Background: an optimization exercise with open tools, aiming at small area, a short achievable clock period and few clock cycles per item. Do not read the settings as production practice.
For this run, only the layout was checked, not whether the RTL still works.

### flow/design.v
module bmul (
    input wire [13:0] a,
    input wire [15:0] b,
    input wire neg,
    input wire [15:0] ea,
    input wire [8:0] eb,
    output wire [15:0] p
);
    wire [16:0] be = {b, 1'b0};
    wire [14:0] ae = {a[13], a};
    wire n0 = be[2] ^ neg;
    wire o0 = be[1] ^ be[0];
    wire t0 = (be[2] & ~be[1] & ~be[0]) | (~be[2] & be[1] & be[0]);
    wire p0_0 = (o0 & ae[0]) ^ n0;
    wire p0_1 = ((o0 & ae[1]) | (t0 & ae[0])) ^ n0;
    wire p0_2 = ((o0 & ae[2]) | (t0 & ae[1])) ^ n0;
    wire p0_3 = ((o0 & ae[3]) | (t0 & ae[2])) ^ n0;
    wire p0_4 = ((o0 & ae[4]) | (t0 & ae[3])) ^ n0;
    wire p0_5 = ((o0 & ae[5]) | (t0 & ae[4])) ^ n0;
    wire p0_6 = ((o0 & ae[6]) | (t0 & ae[5])) ^ n0;
    wire p0_7 = ((o0 & ae[7]) | (t0 & ae[6])) ^ n0;
    wire p0_8 = ((o0 & ae[8]) | (t0 & ae[7])) ^ n0;
    wire p0_9 = ((o0 & ae[9]) | (t0 & ae[8])) ^ n0;
    wire p0_10 = ((o0 & ae[10]) | (t0 & ae[9])) ^ n0;
    wire p0_11 = ((o0 & ae[11]) | (t0 & ae[10])) ^ n0;
    wire p0_12 = ((o0 & ae[12]) | (t0 & ae[11])) ^ n0;
    wire p0_13 = ((o0 & ae[13]) | (t0 & ae[12])) ^ n0;
    wire p0_14 = ~(((o0 & ae[14]) | (t0 & ae[13])) ^ n0);
    wire n1 = be[4] ^ neg;
    wire o1 = be[3] ^ be[2];
    wire t1 = (be[4] & ~be[3] & ~be[2]) | (~be[4] & be[3] & be[2]);
    wire p1_0 = (o1 & ae[0]) ^ n1;
    wire p1_1 = ((o1 & ae[1]) | (t1 & ae[0])) ^ n1;
    wire p1_2 = ((o1 & ae[2]) | (t1 & ae[1])) ^ n1;
    wire p1_3 = ((o1 & ae[3]) | (t1 & ae[2])) ^ n1;
    wire p1_4 = ((o1 & ae[4]) | (t1 & ae[3])) ^ n1;
    wire p1_5 = ((o1 & ae[5]) | (t1 & ae[4])) ^ n1;
    wire p1_6 = ((o1 & ae[6]) | (t1 & ae[5])) ^ n1;
    wire p1_7 = ((o1 & ae[7]) | (t1 & ae[6])) ^ n1;
    wire p1_8 = ((o1 & ae[8]) | (t1 & ae[7])) ^ n1;
    wire p1_9 = ((o1 & ae[9]) | (t1 & ae[8])) ^ n1;
    wire p1_10 = ((o1 & ae[10]) | (t1 & ae[9])) ^ n1;
    wire p1_11 = ((o1 & ae[11]) | (t1 & ae[10])) ^ n1;
    wire p1_12 = ((o1 & ae[12]) | (t1 & ae[11])) ^ n1;
    wire p1_13 = ((o1 & ae[13]) | (t1 & ae[12])) ^ n1;
    wire p1_14 = ~(((o1 & ae[14]) | (t1 & ae[13])) ^ n1);
    wire n2 = be[6] ^ neg;
    wire o2 = be[5] ^ be[4];
    wire t2 = (be[6] & ~be[5] & ~be[4]) | (~be[6] & be[5] & be[4]);
    wire p2_0 = (o2 & ae[0]) ^ n2;
    wire p2_1 = ((o2 & ae[1]) | (t2 & ae[0])) ^ n2;
    wire p2_2 = ((o2 & ae[2]) | (t2 & ae[1])) ^ n2;
    wire p2_3 = ((o2 & ae[3]) | (t2 & ae[2])) ^ n2;
    wire p2_4 = ((o2 & ae[4]) | (t2 & ae[3])) ^ n2;
    wire p2_5 = ((o2 & ae[5]) | (t2 & ae[4])) ^ n2;
    wire p2_6 = ((o2 & ae[6]) | (t2 & ae[5])) ^ n2;
    wire p2_7 = ((o2 & ae[7]) | (t2 & ae[6])) ^ n2;
    wire p2_8 = ((o2 & ae[8]) | (t2 & ae[7])) ^ n2;
    wire p2_9 = ((o2 & ae[9]) | (t2 & ae[8])) ^ n2;
    wire p2_10 = ((o2 & ae[10]) | (t2 & ae[9])) ^ n2;
    wire p2_11 = ((o2 & ae[11]) | (t2 & ae[10])) ^ n2;
    wire p2_12 = ((o2 & ae[12]) | (t2 & ae[11])) ^ n2;
    wire p2_13 = ((o2 & ae[13]) | (t2 & ae[12])) ^ n2;
    wire p2_14 = ~(((o2 & ae[14]) | (t2 & ae[13])) ^ n2);
    wire n3 = be[8] ^ neg;
    wire o3 = be[7] ^ be[6];
    wire t3 = (be[8] & ~be[7] & ~be[6]) | (~be[8] & be[7] & be[6]);
    wire p3_0 = (o3 & ae[0]) ^ n3;
    wire p3_1 = ((o3 & ae[1]) | (t3 & ae[0])) ^ n3;
    wire p3_2 = ((o3 & ae[2]) | (t3 & ae[1])) ^ n3;
    wire p3_3 = ((o3 & ae[3]) | (t3 & ae[2])) ^ n3;
    wire p3_4 = ((o3 & ae[4]) | (t3 & ae[3])) ^ n3;
    wire p3_5 = ((o3 & ae[5]) | (t3 & ae[4])) ^ n3;
    wire p3_6 = ((o3 & ae[6]) | (t3 & ae[5])) ^ n3;
    wire p3_7 = ((o3 & ae[7]) | (t3 & ae[6])) ^ n3;
    wire p3_8 = ((o3 & ae[8]) | (t3 & ae[7])) ^ n3;
    wire p3_9 = ((o3 & ae[9]) | (t3 & ae[8])) ^ n3;
    wire p3_10 = ((o3 & ae[10]) | (t3 & ae[9])) ^ n3;
    wire p3_11 = ((o3 & ae[11]) | (t3 & ae[10])) ^ n3;
    wire p3_12 = ((o3 & ae[12]) | (t3 & ae[11])) ^ n3;
    wire p3_13 = ((o3 & ae[13]) | (t3 & ae[12])) ^ n3;
    wire p3_14 = ~(((o3 & ae[14]) | (t3 & ae[13])) ^ n3);
    wire n4 = be[10] ^ neg;
    wire o4 = be[9] ^ be[8];
    wire t4 = (be[10] & ~be[9] & ~be[8]) | (~be[10] & be[9] & be[8]);
    wire p4_0 = (o4 & ae[0]) ^ n4;
    wire p4_1 = ((o4 & ae[1]) | (t4 & ae[0])) ^ n4;
    wire p4_2 = ((o4 & ae[2]) | (t4 & ae[1])) ^ n4;
    wire p4_3 = ((o4 & ae[3]) | (t4 & ae[2])) ^ n4;
    wire p4_4 = ((o4 & ae[4]) | (t4 & ae[3])) ^ n4;
    wire p4_5 = ((o4 & ae[5]) | (t4 & ae[4])) ^ n4;
    wire p4_6 = ((o4 & ae[6]) | (t4 & ae[5])) ^ n4;
    wire p4_7 = ((o4 & ae[7]) | (t4 & ae[6])) ^ n4;
    wire p4_8 = ((o4 & ae[8]) | (t4 & ae[7])) ^ n4;
    wire p4_9 = ((o4 & ae[9]) | (t4 & ae[8])) ^ n4;
    wire p4_10 = ((o4 & ae[10]) | (t4 & ae[9])) ^ n4;
    wire p4_11 = ((o4 & ae[11]) | (t4 & ae[10])) ^ n4;
    wire p4_12 = ((o4 & ae[12]) | (t4 & ae[11])) ^ n4;
    wire p4_13 = ((o4 & ae[13]) | (t4 & ae[12])) ^ n4;
    wire p4_14 = ~(((o4 & ae[14]) | (t4 & ae[13])) ^ n4);
    wire n5 = be[12] ^ neg;
    wire o5 = be[11] ^ be[10];
    wire t5 = (be[12] & ~be[11] & ~be[10]) | (~be[12] & be[11] & be[10]);
    wire p5_0 = (o5 & ae[0]) ^ n5;
    wire p5_1 = ((o5 & ae[1]) | (t5 & ae[0])) ^ n5;
    wire p5_2 = ((o5 & ae[2]) | (t5 & ae[1])) ^ n5;
    wire p5_3 = ((o5 & ae[3]) | (t5 & ae[2])) ^ n5;
    wire p5_4 = ((o5 & ae[4]) | (t5 & ae[3])) ^ n5;
    wire p5_5 = ((o5 & ae[5]) | (t5 & ae[4])) ^ n5;
    wire p5_6 = ((o5 & ae[6]) | (t5 & ae[5])) ^ n5;
    wire p5_7 = ((o5 & ae[7]) | (t5 & ae[6])) ^ n5;
    wire p5_8 = ((o5 & ae[8]) | (t5 & ae[7])) ^ n5;
    wire p5_9 = ((o5 & ae[9]) | (t5 & ae[8])) ^ n5;
    wire p5_10 = ((o5 & ae[10]) | (t5 & ae[9])) ^ n5;
    wire p5_11 = ((o5 & ae[11]) | (t5 & ae[10])) ^ n5;
    wire p5_12 = ((o5 & ae[12]) | (t5 & ae[11])) ^ n5;
    wire p5_13 = ((o5 & ae[13]) | (t5 & ae[12])) ^ n5;
    wire p5_14 = ~(((o5 & ae[14]) | (t5 & ae[13])) ^ n5);
    wire n6 = be[14] ^ neg;
    wire o6 = be[13] ^ be[12];
    wire t6 = (be[14] & ~be[13] & ~be[12]) | (~be[14] & be[13] & be[12]);
    wire p6_0 = (o6 & ae[0]) ^ n6;
    wire p6_1 = ((o6 & ae[1]) | (t6 & ae[0])) ^ n6;
    wire p6_2 = ((o6 & ae[2]) | (t6 & ae[1])) ^ n6;
    wire p6_3 = ((o6 & ae[3]) | (t6 & ae[2])) ^ n6;
    wire p6_4 = ((o6 & ae[4]) | (t6 & ae[3])) ^ n6;
    wire p6_5 = ((o6 & ae[5]) | (t6 & ae[4])) ^ n6;
    wire p6_6 = ((o6 & ae[6]) | (t6 & ae[5])) ^ n6;
    wire p6_7 = ((o6 & ae[7]) | (t6 & ae[6])) ^ n6;
    wire p6_8 = ((o6 & ae[8]) | (t6 & ae[7])) ^ n6;
    wire p6_9 = ((o6 & ae[9]) | (t6 & ae[8])) ^ n6;
    wire p6_10 = ((o6 & ae[10]) | (t6 & ae[9])) ^ n6;
    wire p6_11 = ((o6 & ae[11]) | (t6 & ae[10])) ^ n6;
    wire p6_12 = ((o6 & ae[12]) | (t6 & ae[11])) ^ n6;
    wire p6_13 = ((o6 & ae[13]) | (t6 & ae[12])) ^ n6;
    wire p6_14 = ~(((o6 & ae[14]) | (t6 & ae[13])) ^ n6);
    wire n7 = be[16] ^ neg;
    wire o7 = be[15] ^ be[14];
    wire t7 = (be[16] & ~be[15] & ~be[14]) | (~be[16] & be[15] & be[14]);
    wire p7_0 = (o7 & ae[0]) ^ n7;
    wire p7_1 = ((o7 & ae[1]) | (t7 & ae[0])) ^ n7;
    wire p7_2 = ((o7 & ae[2]) | (t7 & ae[1])) ^ n7;
    wire p7_3 = ((o7 & ae[3]) | (t7 & ae[2])) ^ n7;
    wire p7_4 = ((o7 & ae[4]) | (t7 & ae[3])) ^ n7;
    wire p7_5 = ((o7 & ae[5]) | (t7 & ae[4])) ^ n7;
    wire p7_6 = ((o7 & ae[6]) | (t7 & ae[5])) ^ n7;
    wire p7_7 = ((o7 & ae[7]) | (t7 & ae[6])) ^ n7;
    wire p7_8 = ((o7 & ae[8]) | (t7 & ae[7])) ^ n7;
    wire p7_9 = ((o7 & ae[9]) | (t7 & ae[8])) ^ n7;
    wire p7_10 = ((o7 & ae[10]) | (t7 & ae[9])) ^ n7;
    wire p7_11 = ((o7 & ae[11]) | (t7 & ae[10])) ^ n7;
    wire p7_12 = ((o7 & ae[12]) | (t7 & ae[11])) ^ n7;
    wire w1 = n1 ^ p0_2 ^ p1_0;
    wire w2 = (n1 & p0_2) | (n1 & p1_0) | (p0_2 & p1_0);
    wire w3 = n2 ^ p0_4 ^ p1_2;
    wire w4 = (n2 & p0_4) | (n2 & p1_2) | (p0_4 & p1_2);
    wire w5 = p0_5 ^ p1_3 ^ p2_1;
    wire w6 = (p0_5 & p1_3) | (p0_5 & p2_1) | (p1_3 & p2_1);
    wire w7 = n3 ^ p0_6 ^ p1_4;
    wire w8 = (n3 & p0_6) | (n3 & p1_4) | (p0_6 & p1_4);
    wire w9 = p0_7 ^ p1_5 ^ p2_3;
    wire w10 = (p0_7 & p1_5) | (p0_7 & p2_3) | (p1_5 & p2_3);
    wire w11 = n4 ^ p0_8 ^ p1_6;
    wire w12 = (n4 & p0_8) | (n4 & p1_6) | (p0_8 & p1_6);
    wire w13 = p2_4 ^ p3_2 ^ p4_0;
    wire w14 = (p2_4 & p3_2) | (p2_4 & p4_0) | (p3_2 & p4_0);
    wire w15 = p0_9 ^ p1_7 ^ p2_5;
    wire w16 = (p0_9 & p1_7) | (p0_9 & p2_5) | (p1_7 & p2_5);
    wire w17 = n5 ^ p0_10 ^ p1_8;
    wire w18 = (n5 & p0_10) | (n5 & p1_8) | (p0_10 & p1_8);
    wire w19 = p2_6 ^ p3_4 ^ p4_2;
    wire w20 = (p2_6 & p3_4) | (p2_6 & p4_2) | (p3_4 & p4_2);
    wire w21 = ea[0] ^ eb[0] ^ p0_11;
    wire w22 = (ea[0] & eb[0]) | (ea[0] & p0_11) | (eb[0] & p0_11);
    wire w23 = p1_9 ^ p2_7 ^ p3_5;
    wire w24 = (p1_9 & p2_7) | (p1_9 & p3_5) | (p2_7 & p3_5);
    wire w25 = ea[1] ^ eb[1] ^ n6;
    wire w26 = (ea[1] & eb[1]) | (ea[1] & n6) | (eb[1] & n6);
    wire w27 = p0_12 ^ p1_10 ^ p2_8;
    wire w28 = (p0_12 & p1_10) | (p0_12 & p2_8) | (p1_10 & p2_8);
    wire w29 = p3_6 ^ p4_4 ^ p5_2;
    wire w30 = (p3_6 & p4_4) | (p3_6 & p5_2) | (p4_4 & p5_2);
    wire w31 = ea[2] ^ eb[2] ^ p0_13;
    wire w32 = (ea[2] & eb[2]) | (ea[2] & p0_13) | (eb[2] & p0_13);
    wire w33 = p1_11 ^ p2_9 ^ p3_7;
    wire w34 = (p1_11 & p2_9) | (p1_11 & p3_7) | (p2_9 & p3_7);
    wire w35 = p4_5 ^ p5_3 ^ p6_1;
    wire w36 = (p4_5 & p5_3) | (p4_5 & p6_1) | (p5_3 & p6_1);
    wire w37 = ea[3] ^ eb[3] ^ 1'b1;
    wire w38 = (ea[3] & eb[3]) | (ea[3] & 1'b1) | (eb[3] & 1'b1);
    wire w39 = n7 ^ p0_14 ^ p1_12;
    wire w40 = (n7 & p0_14) | (n7 & p1_12) | (p0_14 & p1_12);
    wire w41 = p2_10 ^ p3_8 ^ p4_6;
    wire w42 = (p2_10 & p3_8) | (p2_10 & p4_6) | (p3_8 & p4_6);
    wire w43 = p5_4 ^ p6_2 ^ p7_0;
    wire w44 = (p5_4 & p6_2) | (p5_4 & p7_0) | (p6_2 & p7_0);
    wire w45 = ea[4] ^ eb[4] ^ 1'b1;
    wire w46 = (ea[4] & eb[4]) | (ea[4] & 1'b1) | (eb[4] & 1'b1);
    wire w47 = p1_13 ^ p2_11 ^ p3_9;
    wire w48 = (p1_13 & p2_11) | (p1_13 & p3_9) | (p2_11 & p3_9);
    wire w49 = p4_7 ^ p5_5 ^ p6_3;
    wire w50 = (p4_7 & p5_5) | (p4_7 & p6_3) | (p5_5 & p6_3);
    wire w51 = ea[5] ^ eb[5] ^ p1_14;
    wire w52 = (ea[5] & eb[5]) | (ea[5] & p1_14) | (eb[5] & p1_14);
    wire w53 = p2_12 ^ p3_10 ^ p4_8;
    wire w54 = (p2_12 & p3_10) | (p2_12 & p4_8) | (p3_10 & p4_8);
    wire w55 = p5_6 ^ p6_4 ^ p7_2;
    wire w56 = (p5_6 & p6_4) | (p5_6 & p7_2) | (p6_4 & p7_2);
    wire w57 = ea[6] ^ eb[6] ^ 1'b1;
    wire w58 = (ea[6] & eb[6]) | (ea[6] & 1'b1) | (eb[6] & 1'b1);
    wire w59 = p2_13 ^ p3_11 ^ p4_9;
    wire w60 = (p2_13 & p3_11) | (p2_13 & p4_9) | (p3_11 & p4_9);
    wire w61 = p5_7 ^ p6_5 ^ p7_3;
    wire w62 = (p5_7 & p6_5) | (p5_7 & p7_3) | (p6_5 & p7_3);
    wire w63 = ea[7] ^ eb[7] ^ p2_14;
    wire w64 = (ea[7] & eb[7]) | (ea[7] & p2_14) | (eb[7] & p2_14);
    wire w65 = p3_12 ^ p4_10 ^ p5_8;
    wire w66 = (p3_12 & p4_10) | (p3_12 & p5_8) | (p4_10 & p5_8);
    wire w67 = ea[8] ^ eb[8] ^ 1'b1;
    wire w68 = (ea[8] & eb[8]) | (ea[8] & 1'b1) | (eb[8] & 1'b1);
    wire w69 = p3_13 ^ p4_11 ^ p5_9;
    wire w70 = (p3_13 & p4_11) | (p3_13 & p5_9) | (p4_11 & p5_9);
    wire w71 = ea[9] ^ p3_14 ^ p4_12;
    wire w72 = (ea[9] & p3_14) | (ea[9] & p4_12) | (p3_14 & p4_12);
    wire w73 = p5_10 ^ p6_8 ^ p7_6;
    wire w74 = (p5_10 & p6_8) | (p5_10 & p7_6) | (p6_8 & p7_6);
    wire w75 = ea[10] ^ 1'b1 ^ p4_13;
    wire w76 = (ea[10] & 1'b1) | (ea[10] & p4_13) | (1'b1 & p4_13);
    wire w77 = p5_11 ^ p6_9 ^ p7_7;
    wire w78 = (p5_11 & p6_9) | (p5_11 & p7_7) | (p6_9 & p7_7);
    wire w79 = ea[11] ^ p4_14 ^ p5_12;
    wire w80 = (ea[11] & p4_14) | (ea[11] & p5_12) | (p4_14 & p5_12);
    wire w81 = ea[12] ^ 1'b1 ^ p5_13;
    wire w82 = (ea[12] & 1'b1) | (ea[12] & p5_13) | (1'b1 & p5_13);
    wire w83 = ea[13] ^ p5_14 ^ p6_12;
    wire w84 = (ea[13] & p5_14) | (ea[13] & p6_12) | (p5_14 & p6_12);
    wire w85 = ea[14] ^ 1'b1 ^ p6_13;
    wire w86 = (ea[14] & 1'b1) | (ea[14] & p6_13) | (1'b1 & p6_13);
    wire w87 = ~ea[15] ^ 1'b1 ^ p6_14;
    wire w88 = (~ea[15] & 1'b1) | (~ea[15] & p6_14) | (1'b1 & p6_14);
    wire w89 = p0_3 ^ p1_1 ^ w2;
    wire w90 = (p0_3 & p1_1) | (p0_3 & w2) | (p1_1 & w2);
    wire w91 = p2_2 ^ p3_0 ^ w6;
    wire w92 = (p2_2 & p3_0) | (p2_2 & w6) | (p3_0 & w6);
    wire w93 = p3_1 ^ w8 ^ w9;
    wire w94 = (p3_1 & w8) | (p3_1 & w9) | (w8 & w9);
    wire w95 = w10 ^ w11 ^ w13;
    wire w96 = (w10 & w11) | (w10 & w13) | (w11 & w13);
    wire w97 = p3_3 ^ p4_1 ^ w12;
    wire w98 = (p3_3 & p4_1) | (p3_3 & w12) | (p4_1 & w12);
    wire w99 = p5_0 ^ w16 ^ w17;
    wire w100 = (p5_0 & w16) | (p5_0 & w17) | (w16 & w17);
    wire w101 = p4_3 ^ p5_1 ^ w18;
    wire w102 = (p4_3 & p5_1) | (p4_3 & w18) | (p5_1 & w18);
    wire w103 = w20 ^ w21 ^ w23;
    wire w104 = (w20 & w21) | (w20 & w23) | (w21 & w23);
    wire w105 = p6_0 ^ w25 ^ w22;
    wire w106 = (p6_0 & w25) | (p6_0 & w22) | (w25 & w22);
    wire w107 = w24 ^ w27 ^ w29;
    wire w108 = (w24 & w27) | (w24 & w29) | (w27 & w29);
    wire w109 = w26 ^ w28 ^ w30;
    wire w110 = (w26 & w28) | (w26 & w30) | (w28 & w30);
    wire w111 = w31 ^ w33 ^ w35;
    wire w112 = (w31 & w33) | (w31 & w35) | (w33 & w35);
    wire w113 = w37 ^ w32 ^ w34;
    wire w114 = (w37 & w32) | (w37 & w34) | (w32 & w34);
    wire w115 = w36 ^ w39 ^ w41;
    wire w116 = (w36 & w39) | (w36 & w41) | (w39 & w41);
    wire w117 = p7_1 ^ w38 ^ w45;
    wire w118 = (p7_1 & w38) | (p7_1 & w45) | (w38 & w45);
    wire w119 = w40 ^ w42 ^ w44;
    wire w120 = (w40 & w42) | (w40 & w44) | (w42 & w44);
    wire w121 = w46 ^ w48 ^ w50;
    wire w122 = (w46 & w48) | (w46 & w50) | (w48 & w50);
    wire w123 = w51 ^ w53 ^ w55;
    wire w124 = (w51 & w53) | (w51 & w55) | (w53 & w55);
    wire w125 = w57 ^ w52 ^ w54;
    wire w126 = (w57 & w52) | (w57 & w54) | (w52 & w54);
    wire w127 = w56 ^ w59 ^ w61;
    wire w128 = (w56 & w59) | (w56 & w61) | (w59 & w61);
    wire w129 = p6_6 ^ p7_4 ^ w58;
    wire w130 = (p6_6 & p7_4) | (p6_6 & w58) | (p7_4 & w58);
    wire w131 = w60 ^ w62 ^ w63;
    wire w132 = (w60 & w62) | (w60 & w63) | (w62 & w63);
    wire w133 = p6_7 ^ p7_5 ^ w67;
    wire w134 = (p6_7 & p7_5) | (p6_7 & w67) | (p7_5 & w67);
    wire w135 = w64 ^ w66 ^ w69;
    wire w136 = (w64 & w66) | (w64 & w69) | (w66 & w69);
    wire w137 = w68 ^ w70 ^ w71;
    wire w138 = (w68 & w70) | (w68 & w71) | (w70 & w71);
    wire w139 = w72 ^ w74 ^ w75;
    wire w140 = (w72 & w74) | (w72 & w75) | (w74 & w75);
    wire w141 = p6_10 ^ p7_8 ^ w76;
    wire w142 = (p6_10 & p7_8) | (p6_10 & w76) | (p7_8 & w76);
    wire w143 = p6_11 ^ p7_9 ^ w80;
    wire w144 = (p6_11 & p7_9) | (p6_11 & w80) | (p7_9 & w80);
    wire w145 = p7_10 ^ w82 ^ w83;
    wire w146 = (p7_10 & w82) | (p7_10 & w83) | (w82 & w83);
    wire w147 = p7_11 ^ w84 ^ w85;
    wire w148 = (p7_11 & w84) | (p7_11 & w85) | (w84 & w85);
    wire w149 = p7_12 ^ w86 ^ w87;
    wire w150 = (p7_12 & w86) | (p7_12 & w87) | (w86 & w87);
    wire w151 = p2_0 ^ w3 ^ w90;
    wire w152 = (p2_0 & w3) | (p2_0 & w90) | (w3 & w90);
    wire w153 = w14 ^ w15 ^ w96;
    wire w154 = (w14 & w15) | (w14 & w96) | (w15 & w96);
    wire w155 = w19 ^ w98 ^ w99;
    wire w156 = (w19 & w98) | (w19 & w99) | (w98 & w99);
    wire w157 = w100 ^ w101 ^ w103;
    wire w158 = (w100 & w101) | (w100 & w103) | (w101 & w103);
    wire w159 = w102 ^ w104 ^ w105;
    wire w160 = (w102 & w104) | (w102 & w105) | (w104 & w105);
    wire w161 = w106 ^ w108 ^ w109;
    wire w162 = (w106 & w108) | (w106 & w109) | (w108 & w109);
    wire w163 = w43 ^ w110 ^ w112;
    wire w164 = (w43 & w110) | (w43 & w112) | (w110 & w112);
    wire w165 = w47 ^ w49 ^ w117;
    wire w166 = (w47 & w49) | (w47 & w117) | (w49 & w117);
    wire w167 = w114 ^ w116 ^ w119;
    wire w168 = (w114 & w116) | (w114 & w119) | (w116 & w119);
    wire w169 = w118 ^ w120 ^ w121;
    wire w170 = (w118 & w120) | (w118 & w121) | (w120 & w121);
    wire w171 = w122 ^ w124 ^ w125;
    wire w172 = (w122 & w124) | (w122 & w125) | (w124 & w125);
    wire w173 = w65 ^ w129 ^ w126;
    wire w174 = (w65 & w129) | (w65 & w126) | (w129 & w126);
    wire w175 = w130 ^ w133 ^ w132;
    wire w176 = (w130 & w133) | (w130 & w132) | (w133 & w132);
    wire w177 = w73 ^ w134 ^ w136;
    wire w178 = (w73 & w134) | (w73 & w136) | (w134 & w136);
    wire w179 = w77 ^ w138 ^ w139;
    wire w180 = (w77 & w138) | (w77 & w139) | (w138 & w139);
    wire w181 = w78 ^ w79 ^ w140;
    wire w182 = (w78 & w79) | (w78 & w140) | (w79 & w140);
    wire w183 = w81 ^ w142 ^ w143;
    wire w184 = (w81 & w142) | (w81 & w143) | (w142 & w143);
    wire w185 = w4 ^ w5 ^ w152;
    wire w186 = (w4 & w5) | (w4 & w152) | (w5 & w152);
    wire w187 = w107 ^ w158 ^ w159;
    wire w188 = (w107 & w158) | (w107 & w159) | (w158 & w159);
    wire w189 = w111 ^ w160 ^ w161;
    wire w190 = (w111 & w160) | (w111 & w161) | (w160 & w161);
    wire w191 = w113 ^ w115 ^ w162;
    wire w192 = (w113 & w115) | (w113 & w162) | (w115 & w162);
    wire w193 = w165 ^ w164 ^ w167;
    wire w194 = (w165 & w164) | (w165 & w167) | (w164 & w167);
    wire w195 = w123 ^ w166 ^ w168;
    wire w196 = (w123 & w166) | (w123 & w168) | (w166 & w168);
    wire w197 = w127 ^ w170 ^ w171;
    wire w198 = (w127 & w170) | (w127 & w171) | (w170 & w171);
    wire w199 = w128 ^ w131 ^ w172;
    wire w200 = (w128 & w131) | (w128 & w172) | (w131 & w172);
    wire w201 = w135 ^ w174 ^ w175;
    wire w202 = (w135 & w174) | (w135 & w175) | (w174 & w175);
    wire w203 = w137 ^ w176 ^ w177;
    wire w204 = (w137 & w176) | (w137 & w177) | (w176 & w177);
    wire w205 = w141 ^ w180 ^ w181;
    wire w206 = (w141 & w180) | (w141 & w181) | (w180 & w181);
    wire w207 = w144 ^ w145 ^ w184;
    wire w208 = (w144 & w145) | (w144 & w184) | (w145 & w184);
    wire w209 = w7 ^ w91 ^ w186;
    wire w210 = (w7 & w91) | (w7 & w186) | (w91 & w186);
    wire w211 = w163 ^ w190 ^ w191;
    wire w212 = (w163 & w190) | (w163 & w191) | (w190 & w191);
    wire w213 = w169 ^ w194 ^ w195;
    wire w214 = (w169 & w194) | (w169 & w195) | (w194 & w195);
    wire w215 = w173 ^ w198 ^ w199;
    wire w216 = (w173 & w198) | (w173 & w199) | (w198 & w199);
    wire w217 = w178 ^ w179 ^ w204;
    wire w218 = (w178 & w179) | (w178 & w204) | (w179 & w204);
    wire w219 = w182 ^ w183 ^ w206;
    wire w220 = (w182 & w183) | (w182 & w206) | (w183 & w206);
    wire w221 = w146 ^ w147 ^ w208;
    wire w222 = (w146 & w147) | (w146 & w208) | (w147 & w208);
    wire w223 = w92 ^ w93 ^ w210;
    wire w224 = (w92 & w93) | (w92 & w210) | (w93 & w210);
    wire w225 = w192 ^ w193 ^ w212;
    wire w226 = (w192 & w193) | (w192 & w212) | (w193 & w212);
    wire w227 = w196 ^ w197 ^ w214;
    wire w228 = (w196 & w197) | (w196 & w214) | (w197 & w214);
    wire w229 = w200 ^ w201 ^ w216;
    wire w230 = (w200 & w201) | (w200 & w216) | (w201 & w216);
    wire w231 = w148 ^ w149 ^ w222;
    wire w232 = (w148 & w149) | (w148 & w222) | (w149 & w222);
    wire w233 = w94 ^ w95 ^ w224;
    wire w234 = (w94 & w95) | (w94 & w224) | (w95 & w224);
    wire w235 = w202 ^ w203 ^ w230;
    wire w236 = (w202 & w203) | (w202 & w230) | (w203 & w230);
    wire w237 = w97 ^ w153 ^ w234;
    wire w238 = (w97 & w153) | (w97 & w234) | (w153 & w234);
    wire w239 = w154 ^ w155 ^ w238;
    wire w240 = (w154 & w155) | (w154 & w238) | (w155 & w238);
    wire w241 = w156 ^ w157 ^ w240;
    wire w242 = (w156 & w157) | (w156 & w240) | (w157 & w240);
    wire w243 = n0 & p0_0;
    wire w244 = n0 ^ p0_0;
    wire w245 = w242 & w187;
    wire w246 = w242 ^ w187;
    wire w247 = w188 & w189;
    wire w248 = w188 ^ w189;
    wire w249 = w213 & w226;
    wire w250 = w213 ^ w226;
    wire w251 = w215 & w228;
    wire w252 = w215 ^ w228;
    wire w253 = w217 & w236;
    wire w254 = w217 ^ w236;
    wire w255 = w205 & w218;
    wire w256 = w205 ^ w218;
    wire w257 = w207 & w220;
    wire w258 = w207 ^ w220;
    wire w259 = p0_1 & w243;
    wire w260 = w89 & w1;
    wire w261 = w185 & w151;
    wire w262 = w223 & w209;
    wire w263 = w237 & w233;
    wire w264 = w241 & w239;
    wire w265 = w247 | (w248 & w245);
    wire w266 = w248 & w246;
    wire w267 = w225 & w211;
    wire w268 = w227 & w249;
    wire w269 = w227 & w250;
    wire w270 = w229 & w251;
    wire w271 = w229 & w252;
    wire w272 = w254 & w235;
    wire w273 = w219 & w255;
    wire w274 = w219 & w256;
    wire w275 = w221 & w257;
    wire w276 = w221 & w258;
    wire w277 = w1 & w259;
    wire w278 = w260 & w259;
    wire w279 = w209 & w261;
    wire w280 = w262 & w261;
    wire w281 = w239 & w263;
    wire w282 = w264 & w263;
    wire w283 = w211 & w265;
    wire w284 = w211 & w266;
    wire w285 = w267 & w265;
    wire w286 = w267 & w266;
    wire w287 = w251 | (w252 & w268);
    wire w288 = w252 & w269;
    wire w289 = w270 | (w271 & w268);
    wire w290 = w271 & w269;
    wire w291 = w255 | (w256 & w253);
    wire w292 = w256 & w272;
    wire w293 = w273 | (w274 & w253);
    wire w294 = w274 & w272;
    wire w295 = w231 & w275;
    wire w296 = w231 & w276;
    wire w297 = w151 & w278;
    wire w298 = w261 & w278;
    wire w299 = w279 & w278;
    wire w300 = w280 & w278;
    wire w301 = w246 & w282;
    wire w302 = w266 & w282;
    wire w303 = w284 & w282;
    wire w304 = w286 & w282;
    wire w305 = w235 & w289;
    wire w306 = w235 & w290;
    wire w307 = w253 | (w272 & w289);
    wire w308 = w272 & w290;
    wire w309 = w291 | (w292 & w289);
    wire w310 = w292 & w290;
    wire w311 = w293 | (w294 & w289);
    wire w312 = w294 & w290;
    wire w313 = w233 & w300;
    wire w314 = w263 & w300;
    wire w315 = w281 & w300;
    wire w316 = w282 & w300;
    wire w317 = w245 | (w301 & w300);
    wire w318 = w265 | (w302 & w300);
    wire w319 = w283 | (w303 & w300);
    wire w320 = w285 | (w304 & w300);
    wire w321 = w257 | (w258 & w311);
    wire w322 = w258 & w312;
    wire w323 = w275 | (w276 & w311);
    wire w324 = w276 & w312;
    wire w325 = w295 | (w296 & w311);
    wire w326 = w296 & w312;
    wire w327 = w249 | (w250 & w320);
    wire w328 = w268 | (w269 & w320);
    wire w329 = w287 | (w288 & w320);
    wire w330 = w289 | (w290 & w320);
    wire w331 = w305 | (w306 & w320);
    wire w332 = w307 | (w308 & w320);
    wire w333 = w309 | (w310 & w320);
    wire w334 = w311 | (w312 & w320);
    wire w335 = w321 | (w322 & w320);
    wire w336 = w323 | (w324 & w320);
    wire w337 = w325 | (w326 & w320);
    wire w338 = w241 ^ w315;
    wire w339 = w246 ^ w316;
    wire w340 = w248 ^ w317;
    wire w341 = w211 ^ w318;
    wire w342 = w225 ^ w319;
    wire w343 = w250 ^ w320;
    wire w344 = w227 ^ w327;
    wire w345 = w252 ^ w328;
    wire w346 = w229 ^ w329;
    wire w347 = w235 ^ w330;
    wire w348 = w254 ^ w331;
    wire w349 = w256 ^ w332;
    wire w350 = w219 ^ w333;
    wire w351 = w258 ^ w334;
    wire w352 = w221 ^ w335;
    wire w353 = w231 ^ w336;
    assign p = {w353, w352, w351, w350, w349, w348, w347, w346, w345, w344, w343, w342, w341, w340, w339, w338};
endmodule
module pre85 (
    input wire [14:0] X2,
    output wire [9:0] u1
);
    wire w1 = X2[0] ^ X2[2];
    wire w2 = X2[0] & X2[2];
    wire w3 = X2[1] ^ X2[3];
    wire w4 = X2[1] & X2[3];
    wire w5 = X2[2] ^ X2[4];
    wire w6 = X2[2] & X2[4];
    wire w7 = X2[3] ^ X2[5];
    wire w8 = X2[3] & X2[5];
    wire w9 = X2[4] ^ X2[6];
    wire w10 = X2[4] & X2[6];
    wire w11 = X2[5] ^ X2[7];
    wire w12 = X2[5] & X2[7];
    wire w13 = X2[6] ^ X2[8];
    wire w14 = X2[6] & X2[8];
    wire w15 = X2[7] ^ X2[9];
    wire w16 = X2[7] & X2[9];
    wire w17 = X2[8] ^ X2[10];
    wire w18 = X2[8] & X2[10];
    wire w19 = X2[0] ^ X2[2];
    wire w20 = X2[0] & X2[2];
    wire w21 = X2[1] ^ X2[3];
    wire w22 = X2[1] & X2[3];
    wire w23 = X2[4] ^ X2[6] ^ X2[0];
    wire w24 = (X2[4] & X2[6]) | (X2[4] & X2[0]) | (X2[6] & X2[0]);
    wire w25 = X2[5] ^ X2[7] ^ w2;
    wire w26 = (X2[5] & X2[7]) | (X2[5] & w2) | (X2[7] & w2);
    wire w27 = X2[6] ^ X2[8] ^ w4;
    wire w28 = (X2[6] & X2[8]) | (X2[6] & w4) | (X2[8] & w4);
    wire w29 = X2[7] ^ X2[9] ^ w6;
    wire w30 = (X2[7] & X2[9]) | (X2[7] & w6) | (X2[9] & w6);
    wire w31 = X2[8] ^ X2[10] ^ w8;
    wire w32 = (X2[8] & X2[10]) | (X2[8] & w8) | (X2[10] & w8);
    wire w33 = X2[9] ^ X2[11] ^ w10;
    wire w34 = (X2[9] & X2[11]) | (X2[9] & w10) | (X2[11] & w10);
    wire w35 = X2[10] ^ X2[12] ^ w12;
    wire w36 = (X2[10] & X2[12]) | (X2[10] & w12) | (X2[12] & w12);
    wire w37 = X2[11] ^ X2[13] ^ w14;
    wire w38 = (X2[11] & X2[13]) | (X2[11] & w14) | (X2[13] & w14);
    wire w39 = X2[12] ^ X2[14] ^ w16;
    wire w40 = (X2[12] & X2[14]) | (X2[12] & w16) | (X2[14] & w16);
    wire w41 = X2[9] ^ X2[11] ^ X2[13];
    wire w42 = (X2[9] & X2[11]) | (X2[9] & X2[13]) | (X2[11] & X2[13]);
    wire w43 = X2[10] ^ X2[12];
    wire w44 = X2[10] & X2[12];
    wire w45 = X2[0] ^ X2[2];
    wire w46 = X2[0] & X2[2];
    wire w47 = X2[1] ^ X2[3];
    wire w48 = X2[1] & X2[3];
    wire w49 = X2[4] ^ X2[0] ^ w19;
    wire w50 = (X2[4] & X2[0]) | (X2[4] & w19) | (X2[0] & w19);
    wire w51 = X2[5] ^ w20 ^ w21;
    wire w52 = (X2[5] & w20) | (X2[5] & w21) | (w20 & w21);
    wire w53 = w22 ^ w1 ^ w23;
    wire w54 = (w22 & w1) | (w22 & w23) | (w1 & w23);
    wire w55 = w3 ^ w24 ^ w25;
    wire w56 = (w3 & w24) | (w3 & w25) | (w24 & w25);
    wire w57 = w5 ^ w26 ^ w27;
    wire w58 = (w5 & w26) | (w5 & w27) | (w26 & w27);
    wire w59 = w7 ^ w28 ^ w29;
    wire w60 = (w7 & w28) | (w7 & w29) | (w28 & w29);
    wire w61 = w9 ^ w30 ^ w31;
    wire w62 = (w9 & w30) | (w9 & w31) | (w30 & w31);
    wire w63 = w11 ^ w32 ^ w33;
    wire w64 = (w11 & w32) | (w11 & w33) | (w32 & w33);
    wire w65 = w13 ^ w34 ^ w35;
    wire w66 = (w13 & w34) | (w13 & w35) | (w34 & w35);
    wire w67 = w15 ^ w36 ^ w37;
    wire w68 = (w15 & w36) | (w15 & w37) | (w36 & w37);
    wire w69 = w17 ^ w38 ^ w39;
    wire w70 = (w17 & w38) | (w17 & w39) | (w38 & w39);
    wire w71 = w18 ^ w41 ^ w40;
    wire w72 = (w18 & w41) | (w18 & w40) | (w41 & w40);
    wire w73 = X2[14] ^ w43 ^ w42;
    wire w74 = (X2[14] & w43) | (X2[14] & w42) | (w43 & w42);
    wire w75 = X2[11] ^ X2[13] ^ w44;
    wire w76 = (X2[11] & X2[13]) | (X2[11] & w44) | (X2[13] & w44);
    wire w77 = X2[12] ^ X2[14];
    wire w78 = X2[12] & X2[14];
    wire w79 = X2[0] & X2[0];
    wire w80 = X2[0] ^ X2[0];
    wire w81 = w45 & X2[0];
    wire w82 = w45 ^ X2[0];
    wire w83 = w46 & w47;
    wire w84 = w46 ^ w47;
    wire w85 = w48 & w49;
    wire w86 = w48 ^ w49;
    wire w87 = w50 & w51;
    wire w88 = w50 ^ w51;
    wire w89 = w52 & w53;
    wire w90 = w52 ^ w53;
    wire w91 = w54 & w55;
    wire w92 = w54 ^ w55;
    wire w93 = w56 & w57;
    wire w94 = w56 ^ w57;
    wire w95 = w58 & w59;
    wire w96 = w58 ^ w59;
    wire w97 = w60 & w61;
    wire w98 = w60 ^ w61;
    wire w99 = w62 & w63;
    wire w100 = w62 ^ w63;
    wire w101 = w64 & w65;
    wire w102 = w64 ^ w65;
    wire w103 = w66 & w67;
    wire w104 = w66 ^ w67;
    wire w105 = w68 & w69;
    wire w106 = w68 ^ w69;
    wire w107 = w70 & w71;
    wire w108 = w70 ^ w71;
    wire w109 = w72 & w73;
    wire w110 = w72 ^ w73;
    wire w111 = w74 & w75;
    wire w112 = w74 ^ w75;
    wire w113 = w76 & w77;
    wire w114 = w76 ^ w77;
    wire w115 = w78 & X2[13];
    wire w116 = w78 ^ X2[13];
    wire w117 = X2[1] & w79;
    wire w118 = w83 | (w84 & w81);
    wire w119 = w84 & w82;
    wire w120 = w87 | (w88 & w85);
    wire w121 = w88 & w86;
    wire w122 = w91 | (w92 & w89);
    wire w123 = w92 & w90;
    wire w124 = w95 | (w96 & w93);
    wire w125 = w96 & w94;
    wire w126 = w99 | (w100 & w97);
    wire w127 = w100 & w98;
    wire w128 = w103 | (w104 & w101);
    wire w129 = w104 & w102;
    wire w130 = w107 | (w108 & w105);
    wire w131 = w108 & w106;
    wire w132 = w111 | (w112 & w109);
    wire w133 = w112 & w110;
    wire w134 = w115 | (w116 & w113);
    wire w135 = w116 & w114;
    wire w136 = w81 | (w82 & w117);
    wire w137 = w118 | (w119 & w117);
    wire w138 = w89 | (w90 & w120);
    wire w139 = w90 & w121;
    wire w140 = w122 | (w123 & w120);
    wire w141 = w123 & w121;
    wire w142 = w97 | (w98 & w124);
    wire w143 = w98 & w125;
    wire w144 = w126 | (w127 & w124);
    wire w145 = w127 & w125;
    wire w146 = w105 | (w106 & w128);
    wire w147 = w106 & w129;
    wire w148 = w130 | (w131 & w128);
    wire w149 = w131 & w129;
    wire w150 = w113 | (w114 & w132);
    wire w151 = w114 & w133;
    wire w152 = w134 | (w135 & w132);
    wire w153 = w135 & w133;
    wire w154 = w85 | (w86 & w137);
    wire w155 = w120 | (w121 & w137);
    wire w156 = w138 | (w139 & w137);
    wire w157 = w140 | (w141 & w137);
    wire w158 = w101 | (w102 & w144);
    wire w159 = w102 & w145;
    wire w160 = w128 | (w129 & w144);
    wire w161 = w129 & w145;
    wire w162 = w146 | (w147 & w144);
    wire w163 = w147 & w145;
    wire w164 = w148 | (w149 & w144);
    wire w165 = w149 & w145;
    wire w166 = X2[14] & w152;
    wire w167 = X2[14] & w153;
    wire w168 = w93 | (w94 & w157);
    wire w169 = w124 | (w125 & w157);
    wire w170 = w142 | (w143 & w157);
    wire w171 = w144 | (w145 & w157);
    wire w172 = w158 | (w159 & w157);
    wire w173 = w160 | (w161 & w157);
    wire w174 = w162 | (w163 & w157);
    wire w175 = w164 | (w165 & w157);
    wire w176 = w109 | (w110 & w175);
    wire w177 = w132 | (w133 & w175);
    wire w178 = w150 | (w151 & w175);
    wire w179 = w152 | (w153 & w175);
    wire w180 = w166 | (w167 & w175);
    wire w181 = w100 ^ w170;
    wire w182 = w102 ^ w171;
    wire w183 = w104 ^ w172;
    wire w184 = w106 ^ w173;
    wire w185 = w108 ^ w174;
    wire w186 = w110 ^ w175;
    wire w187 = w112 ^ w176;
    wire w188 = w114 ^ w177;
    wire w189 = w116 ^ w178;
    wire w190 = X2[14] ^ w179;
    assign u1 = {w190, w189, w188, w187, w186, w185, w184, w183, w182, w181};
endmodule
module pre2 (
    input wire [13:0] T,
    input wire s,
    output wire [8:0] q
);
    wire [13:0] Tn = T ^ {14{~s}};
    wire sx = ~s & Tn[13];
    wire m3 = ~s & Tn[0];
    wire m4 = s ? T[0] : Tn[1];
    wire m5 = s ? T[1] : Tn[2];
    wire m6 = s ? T[2] : Tn[3];
    wire m7 = s ? T[3] : Tn[4];
    wire m8 = s ? T[4] : Tn[5];
    wire m9 = s ? T[5] : Tn[6];
    wire m10 = s ? T[6] : Tn[7];
    wire m11 = s ? T[7] : Tn[8];
    wire m12 = s ? T[8] : Tn[9];
    wire m13 = s ? T[9] : Tn[10];
    wire m14 = s ? T[10] : Tn[11];
    wire m15 = s ? T[11] : Tn[12];
    wire m16 = s ? T[12] : Tn[13];
    wire m17 = s ? T[13] : sx;
    wire w1 = s ^ ~s;
    wire w2 = s & ~s;
    wire w3 = s ^ m4;
    wire w4 = s & m4;
    wire w5 = s ^ m5;
    wire w6 = s & m5;
    wire w7 = s ^ m6;
    wire w8 = s & m6;
    wire w9 = s ^ m7;
    wire w10 = s & m7;
    wire w11 = s ^ m8;
    wire w12 = s & m8;
    wire w13 = s ^ ~s;
    wire w14 = s & ~s;
    wire w15 = s ^ Tn[1];
    wire w16 = s & Tn[1];
    wire w17 = s ^ Tn[2];
    wire w18 = s & Tn[2];
    wire w19 = m3 ^ Tn[3] ^ w1;
    wire w20 = (m3 & Tn[3]) | (m3 & w1) | (Tn[3] & w1);
    wire w21 = Tn[4] ^ w2 ^ w3;
    wire w22 = (Tn[4] & w2) | (Tn[4] & w3) | (w2 & w3);
    wire w23 = Tn[5] ^ w4 ^ w5;
    wire w24 = (Tn[5] & w4) | (Tn[5] & w5) | (w4 & w5);
    wire w25 = Tn[6] ^ w6 ^ w7;
    wire w26 = (Tn[6] & w6) | (Tn[6] & w7) | (w6 & w7);
    wire w27 = Tn[7] ^ w8 ^ w9;
    wire w28 = (Tn[7] & w8) | (Tn[7] & w9) | (w8 & w9);
    wire w29 = Tn[8] ^ w10 ^ w11;
    wire w30 = (Tn[8] & w10) | (Tn[8] & w11) | (w10 & w11);
    wire w31 = m9 ^ Tn[9] ^ w12;
    wire w32 = (m9 & Tn[9]) | (m9 & w12) | (Tn[9] & w12);
    wire w33 = m10 ^ Tn[10];
    wire w34 = m10 & Tn[10];
    wire w35 = m11 ^ Tn[11];
    wire w36 = m11 & Tn[11];
    wire w37 = m12 ^ Tn[12];
    wire w38 = m12 & Tn[12];
    wire w39 = m13 ^ Tn[13];
    wire w40 = m13 & Tn[13];
    wire w41 = m14 ^ sx;
    wire w42 = m14 & sx;
    wire w43 = m15 ^ sx;
    wire w44 = m15 & sx;
    wire w45 = m16 ^ sx;
    wire w46 = m16 & sx;
    wire w47 = m17 ^ sx;
    wire w48 = m17 & sx;
    wire w49 = w13 & Tn[0];
    wire w50 = w13 ^ Tn[0];
    wire w51 = w14 & w15;
    wire w52 = w14 ^ w15;
    wire w53 = w16 & w17;
    wire w54 = w16 ^ w17;
    wire w55 = w18 & w19;
    wire w56 = w18 ^ w19;
    wire w57 = w20 & w21;
    wire w58 = w20 ^ w21;
    wire w59 = w22 & w23;
    wire w60 = w22 ^ w23;
    wire w61 = w24 & w25;
    wire w62 = w24 ^ w25;
    wire w63 = w26 & w27;
    wire w64 = w26 ^ w27;
    wire w65 = w28 & w29;
    wire w66 = w28 ^ w29;
    wire w67 = w30 & w31;
    wire w68 = w30 ^ w31;
    wire w69 = w32 & w33;
    wire w70 = w32 ^ w33;
    wire w71 = w34 & w35;
    wire w72 = w34 ^ w35;
    wire w73 = w36 & w37;
    wire w74 = w36 ^ w37;
    wire w75 = w38 & w39;
    wire w76 = w38 ^ w39;
    wire w77 = w40 & w41;
    wire w78 = w40 ^ w41;
    wire w79 = w42 & w43;
    wire w80 = w42 ^ w43;
    wire w81 = w44 & w45;
    wire w82 = w44 ^ w45;
    wire w83 = w46 & w47;
    wire w84 = w46 ^ w47;
    wire w85 = w51 | (w52 & w49);
    wire w86 = w55 | (w56 & w53);
    wire w87 = w56 & w54;
    wire w88 = w59 | (w60 & w57);
    wire w89 = w60 & w58;
    wire w90 = w63 | (w64 & w61);
    wire w91 = w64 & w62;
    wire w92 = w67 | (w68 & w65);
    wire w93 = w68 & w66;
    wire w94 = w71 | (w72 & w69);
    wire w95 = w72 & w70;
    wire w96 = w75 | (w76 & w73);
    wire w97 = w76 & w74;
    wire w98 = w79 | (w80 & w77);
    wire w99 = w80 & w78;
    wire w100 = w83 | (w84 & w81);
    wire w101 = w84 & w82;
    wire w102 = w53 | (w54 & w85);
    wire w103 = w86 | (w87 & w85);
    wire w104 = w61 | (w62 & w88);
    wire w105 = w62 & w89;
    wire w106 = w90 | (w91 & w88);
    wire w107 = w91 & w89;
    wire w108 = w69 | (w70 & w92);
    wire w109 = w70 & w93;
    wire w110 = w94 | (w95 & w92);
    wire w111 = w95 & w93;
    wire w112 = w77 | (w78 & w96);
    wire w113 = w78 & w97;
    wire w114 = w98 | (w99 & w96);
    wire w115 = w99 & w97;
    wire w116 = w57 | (w58 & w103);
    wire w117 = w88 | (w89 & w103);
    wire w118 = w104 | (w105 & w103);
    wire w119 = w106 | (w107 & w103);
    wire w120 = w73 | (w74 & w110);
    wire w121 = w74 & w111;
    wire w122 = w96 | (w97 & w110);
    wire w123 = w97 & w111;
    wire w124 = w112 | (w113 & w110);
    wire w125 = w113 & w111;
    wire w126 = w114 | (w115 & w110);
    wire w127 = w115 & w111;
    wire w128 = w65 | (w66 & w119);
    wire w129 = w92 | (w93 & w119);
    wire w130 = w108 | (w109 & w119);
    wire w131 = w110 | (w111 & w119);
    wire w132 = w120 | (w121 & w119);
    wire w133 = w122 | (w123 & w119);
    wire w134 = w124 | (w125 & w119);
    wire w135 = w126 | (w127 & w119);
    wire w136 = w81 | (w82 & w135);
    wire w137 = w100 | (w101 & w135);
    wire w138 = w68 ^ w128;
    wire w139 = w70 ^ w129;
    wire w140 = w72 ^ w130;
    wire w141 = w74 ^ w131;
    wire w142 = w76 ^ w132;
    wire w143 = w78 ^ w133;
    wire w144 = w80 ^ w134;
    wire w145 = w82 ^ w135;
    wire w146 = w84 ^ w136;
    assign q = {w146, w145, w144, w143, w142, w141, w140, w139, w138};
endmodule
module main (
    input wire [15:0] v, x,
    input wire clk, reset, start,
    output wire done,
    output wire [15:0] final_result
);
    reg [5:0] p;
    reg done_r;
    reg [14:0] X2;
    reg [13:0] T;
    reg [15:0] F;
    wire [9:0] u1;
    pre85 p85 (.X2(X2), .u1(u1));
    wire [8:0] a23;
    pre2 p23 (.T(T), .s(p[2]), .q(a23));
    wire [8:0] t9 = T[8:0];
    wire k1 = (t9 != 9'd0), k2 = (t9 >= 9'd90), k3 = (t9 >= 9'd179);
    wire k4 = (t9 >= 9'd268), k5 = (t9 >= 9'd357), k6 = (t9 >= 9'd446);
    wire [2:0] a4 = {k4, (k2 & ~k4) | k6, (k1 & ~k2) | (k3 & ~k4) | (k5 & ~k6)};
    wire [13:0] ra = p[1] ? 14'd2048 : F[13:0];
    wire [13:0] rb = p[1] ? {1'b1, ~X2[14:1]} : T;
    wire [14:0] rc;
    wire [13:0] acc_n;
    assign rc[0] = p[1] & ~X2[0];
    genvar i;
    generate
        for (i = 0; i < 14; i = i + 1) begin : rip
            assign acc_n[i] = ra[i] ^ rb[i] ^ rc[i];
            assign rc[i+1] = (ra[i] & rb[i]) | (ra[i] & rc[i]) | (rb[i] & rc[i]);
        end
    endgenerate
    wire [13:0] A = ({14{p[0]}} & x[13:0]) | ({14{p[1]}} & {4'b0, u1}) |
                    ({14{p[2] | p[3]}} & {5'b0, a23}) | ({14{p[4]}} & {11'b0, a4}) |
                    ({14{p[5]}} & F[13:0]);
    wire [15:0] B = ({16{p[0]}} & {{2{x[13]}}, x[13:0]}) | ({16{p[5]}} & v) |
                    ({16{~p[0] & ~p[5]}} & {1'b0, X2});
    wire [15:0] ea = {16{p[4]}} & {{2{F[13]}}, F[13:0]};
    wire [8:0] eb = {9{p[4]}} & T[8:0];
    wire [15:0] P;
    bmul mul (.a(A), .b(B), .neg(p[2] | p[4]), .ea(ea), .eb(eb), .p(P));
    always @(posedge clk) begin
        if (reset) begin
            p <= 6'b000001;
            done_r <= 1'b0;
        end else begin
            if (p[0]) begin
                if (start) begin p <= 6'b000010; done_r <= 1'b0; end
            end else begin
                p <= {p[4:0], p[5]};
                if (p[5]) done_r <= 1'b1;
            end
        end
    end
    always @(posedge clk) begin
        if (p[0]) X2 <= P[14:0];
        T <= P[13:0];
        if (p[4] | p[5]) F <= P;
        else if (!p[0]) F[13:0] <= acc_n;
    end
    assign done = done_r;
    assign final_result = F;
endmodule
### flow/run.sh
#!/bin/bash
# synth_recipe.tcl (not shown) runs the flow's synth.tcl, then flattens the netlist and writes it again
# the make line also repeats each setting of config.mk as NAME=value (left out here)
make -C /OpenROAD-flow-scripts/flow DESIGN_CONFIG=/design/flow/config.mk WORK_HOME=/design/flow/orfs CLKGATE_MAP_FILE= SYNTH_SCRIPT=/design/flow/synth_recipe.tcl finish
### flow/config.mk
export PLATFORM = sky130hd
export DESIGN_NAME = main
export DESIGN_NICKNAME = main
export VERILOG_FILES = /design/flow/design.v
export SDC_FILE = /design/flow/constraint.sdc
export NUM_CORES = 4
export LEC_CHECK = 0
export ABC_AREA = 1
export CAP_MARGIN = 20
export CORE_MARGIN = 2
export CORE_UTILIZATION = 40
export SETUP_SLACK_MARGIN = 5
export SLEW_MARGIN = 20
### flow/constraint.sdc
create_clock -name core_clock -period 13.0 [get_ports {clk}]
set_input_delay 2.6000 -clock core_clock [delete_from_list [all_inputs] [get_ports {clk}]]
set_output_delay 2.6000 -clock core_clock [all_outputs]
set_load 0.01 [all_outputs]
==> key figures <==
Status
  – Status: timing/DRC/antenna clean

Clock network
  – Total CTS buffers: 5
  – TritonCTS clock tree: yes
  – H-Tree Depth: 2
  – Root Buffer: clkbuf_16
  – Clock Sinks: 52
  – Clock-pin slew on the worst setup and hold paths: about 0.080 ns
  – Hold_buf cts: 0
  – Skew-Pair Late Insertion Delay: 0.31 ns
  – Clock tree buffer depth: 2

Placement
  – Placer Congestion: 0.909
  – Pre-CTS setup slack: around 3.2 ns
  – Post-detailed-placement cell area: about 12000 um2
  – DP HPWL: around 27000 um
  – # port buffers: 49

Timing
  – Min cycle time layout: ~9.0 ns
  – Setup TNS: 0 ns
  – Slew Limit Fails: 0
  – Slew margin rel.: 35.4%
  – Setup violations, final: 0
  – Worst slew pin tran: around 0.97 ns
  – Final Hold Fails: 0
  – Skew final: about 0.0052 ns
  – Final WS setup: roughly 4.0 ns
  – RSZ-0062 raised after global routing: true
  – Final Cycle Share: 69.5%
  – Max Fclk: 0.111 GHz

Cells and area
  – Fin area: ~14000 um2
  – Layout area overhead: 22.1%
  – Diodes inserted: 0
  – Fraction of layout cells with a size suffix above 1: 18.2%
  – Fin nets: 1963

Detailed routing
  – Drc violations: 0
  – Vias: ~11k
  – Vias per cell: between 5 and 6
  – Routed WL: 35500 um
  – Drt pass-1 iters: 7
  – First DRT Iteration DRCs: approximately 890
  – WL/cell: about 17 um
  – Antenna-violating nets left: 0

Hold path
  – Worst hold path type: flip-flop to flip-flop

Floorplan
  – I/O pins: 52
  – Starting Density: between 40% and 50%
  – Die H: between 150 and 200 um
  – Num rows: between 60 and 70
  – Die area: 30100 um2
  – Die width: around 170 um
  – Core area: around 28000 um2

Logic synthesis
  – Cells after synthesis: 1575
  – Top cells by area, synth: fa_1 (27%), nand2_1 (14%), inv_1 (10%)
  – Post-synth ARST share: 0%
  – Synth area leader: fa_1
  – Most frequent cells after synthesis: nand2_1 (428), inv_1 (307), fa_1 (154), xor2_1 (92), nor2_1 (89)
  – Post-Syn Nets: ~1.8k
  – Syn Area/Cell: approximately 7.3 um2
  – EDFF count, synth: 31
  – Share of the synthesized area in the top cell type: 26.9%
  – Synth Register Bits: 52
  – Post-synth top flop: edfxtp_1
  – Yosys cell types: just over 50
  – Mapped cell area: 11500 um2
  – Post-synthesis sequential area ratio: a little under an eighth
  – Yosys warning total: 1
  – Most common cell in the netlist: nand2_1

Worst setup path
  – CP Class: flip-flop to flip-flop
  – CP Data Required Time: 13.06 ns
  – Critical Path End Type: flip-flop
  – Largest stage delay, worst path: roughly 0.6 ns
  – Kind of start point of the critical path: flip-flop
  – CP most frequent cell: inv_2
  – Arrival @ worst endpoint: between 9 and 10 ns
  – CP Max Fanout: 5
  – Slowest CP cell: fa_1

Global routing
  – Largest net degree at the start of global routing: 38
  – Met1 Use GR: 32.4%
  – GR Overflow Total: 0
  – Most Used Layer, Global Route: met2
  – M3 GR Usage: 2.65%
  – Initial antenna violation count: 0
  – Vias in the first global route: ~10k
  – Gr usage total: a little under a quarter
  – M2 GR Usage: around two fifths
  – First-pass GRT wire length: between 50000 and 60000 um

Job
  – Max_cap viols: 0
==> routing by layer <==
metal	part of all wire (%)	wire, um
met1	44	15700
met2	46	16400
met3	6.1	2170
met4	3.5	1230
met5	0	0
==> path summary, 6_finish.rpt <==
kind | from | end | slack [ns] | cells after the start
min | done_r | done_r | 0.47 | 2
max | X2[4] | F[14] | 3.96 | 49
max reg2reg | X2[4] | F[14] | 3.96 | 49
min reg2reg | done_r | done_r | 0.47 | 2
==> placed cells by master, fill, tap and decap left out, types with 7 or more instances in the layout <==
cell / count
or2_2: 13
ha_1: 64
nand3_1: 78
nand3b_1: 8
buf_6: 15
xor2_2: 8
clkdlybuf4s50_1: 49
nor2_4: 7
dfxtp_1: 20
nor2_2: 10
fa_1: 126
a21oi_2: 8
nand2_2: 17
o21ai_1: 8
buf_4: 93
inv_2: 29
inv_1: 274
o22ai_1: 58
nor2_1: 76
a21oi_1: 25
fa_2: 28
nand2_1: 413
o21ai_0: 52
edfxtp_1: 31
o21ai_2: 7
xor2_1: 83
==> critical path: cells and delay by family, from the launching register on <==
kind	cells	cell delay, ns
adders and majority gates	13	4.80
and+or+nand+nor	14	1.54
buffers and inverters	16	1.12
AOI/OAI and AO/OA	5	0.73
DFF	1	0.50
xor gates and xnor gates	1	0.09
==> final cells by class <==
class                           instances  area [um2]
Inverter                              315        1220
Timing Repair Buffer                  162        1470
Fill cell                            2753       14000
Clock buffer                            5         125
Sequential cell                        52        1360
Tap cell                              378         473
Clock inverter                          3        28.8
Multi-Input combinational cell       1165        9330
==> flip-flops by register name, indices dropped and copies added, names as in the netlist <==
| signal | flops |
|---|---|
| F | 16 |
| T | 14 |
| X2 | 15 |
| done_r | 1 |
| p | 6 |
==> cell families (layout without fill, tap and decap cells) <==
family          Yosys count  in the layout  synth area share, %
simple gates            651            651                 23.5
fa+ha+maj               227            227                 34.8
xor+xnor                100            100                 7.93
flops                    52             52                 11.8
buf+inv                 359            485                 12.2
compound gates          184            185                 9.59
mux                       2              2                0.175
==> through the flow <==
stage	instances	utilization (%)	hold slack (ns)
final	2080	50.0	0.472
after global routing	2080	50.0	0.511
after CTS	2054	48.8	0.478
after detailed placement	1970	44.5	0.459
after global placement	1970	44.5	0.462
after floorplan	1575	-	0.477
==> what timing repair did <==
item                       CTS  global route
setup endpoints to repair   45            45
gates resized for setup    118            35
buffers inserted            74            26
pin swaps                   66            31
cloned                       2             0

-- separate check: timing with driven ports --
No port has a modelled driver above. Below, the same layout with a new extraction and two added sets of constraints. Step 1, drivers: a clkbuf_16 drives clk and a buf_2 each remaining input, both assumed. Step 2 also shifts input and output timing later by t, the mid clock arrival at the registers, as if the neighbouring blocks saw the same clock. a / b / c = ideal ports / drivers / drivers and shift; a / b = the first two.
t, ns: 0.343
slack for setup (ns): 3.961 / 3.961 / 3.751
clock arrival spread, ns: 0.005 / 0.006
worst data-port slew with drivers (ns): 0.04
After both steps this run still meets setup and hold. For this run, drivers alone change the setup slack by 0.000 ns; drivers and shift together by -0.210 ns.
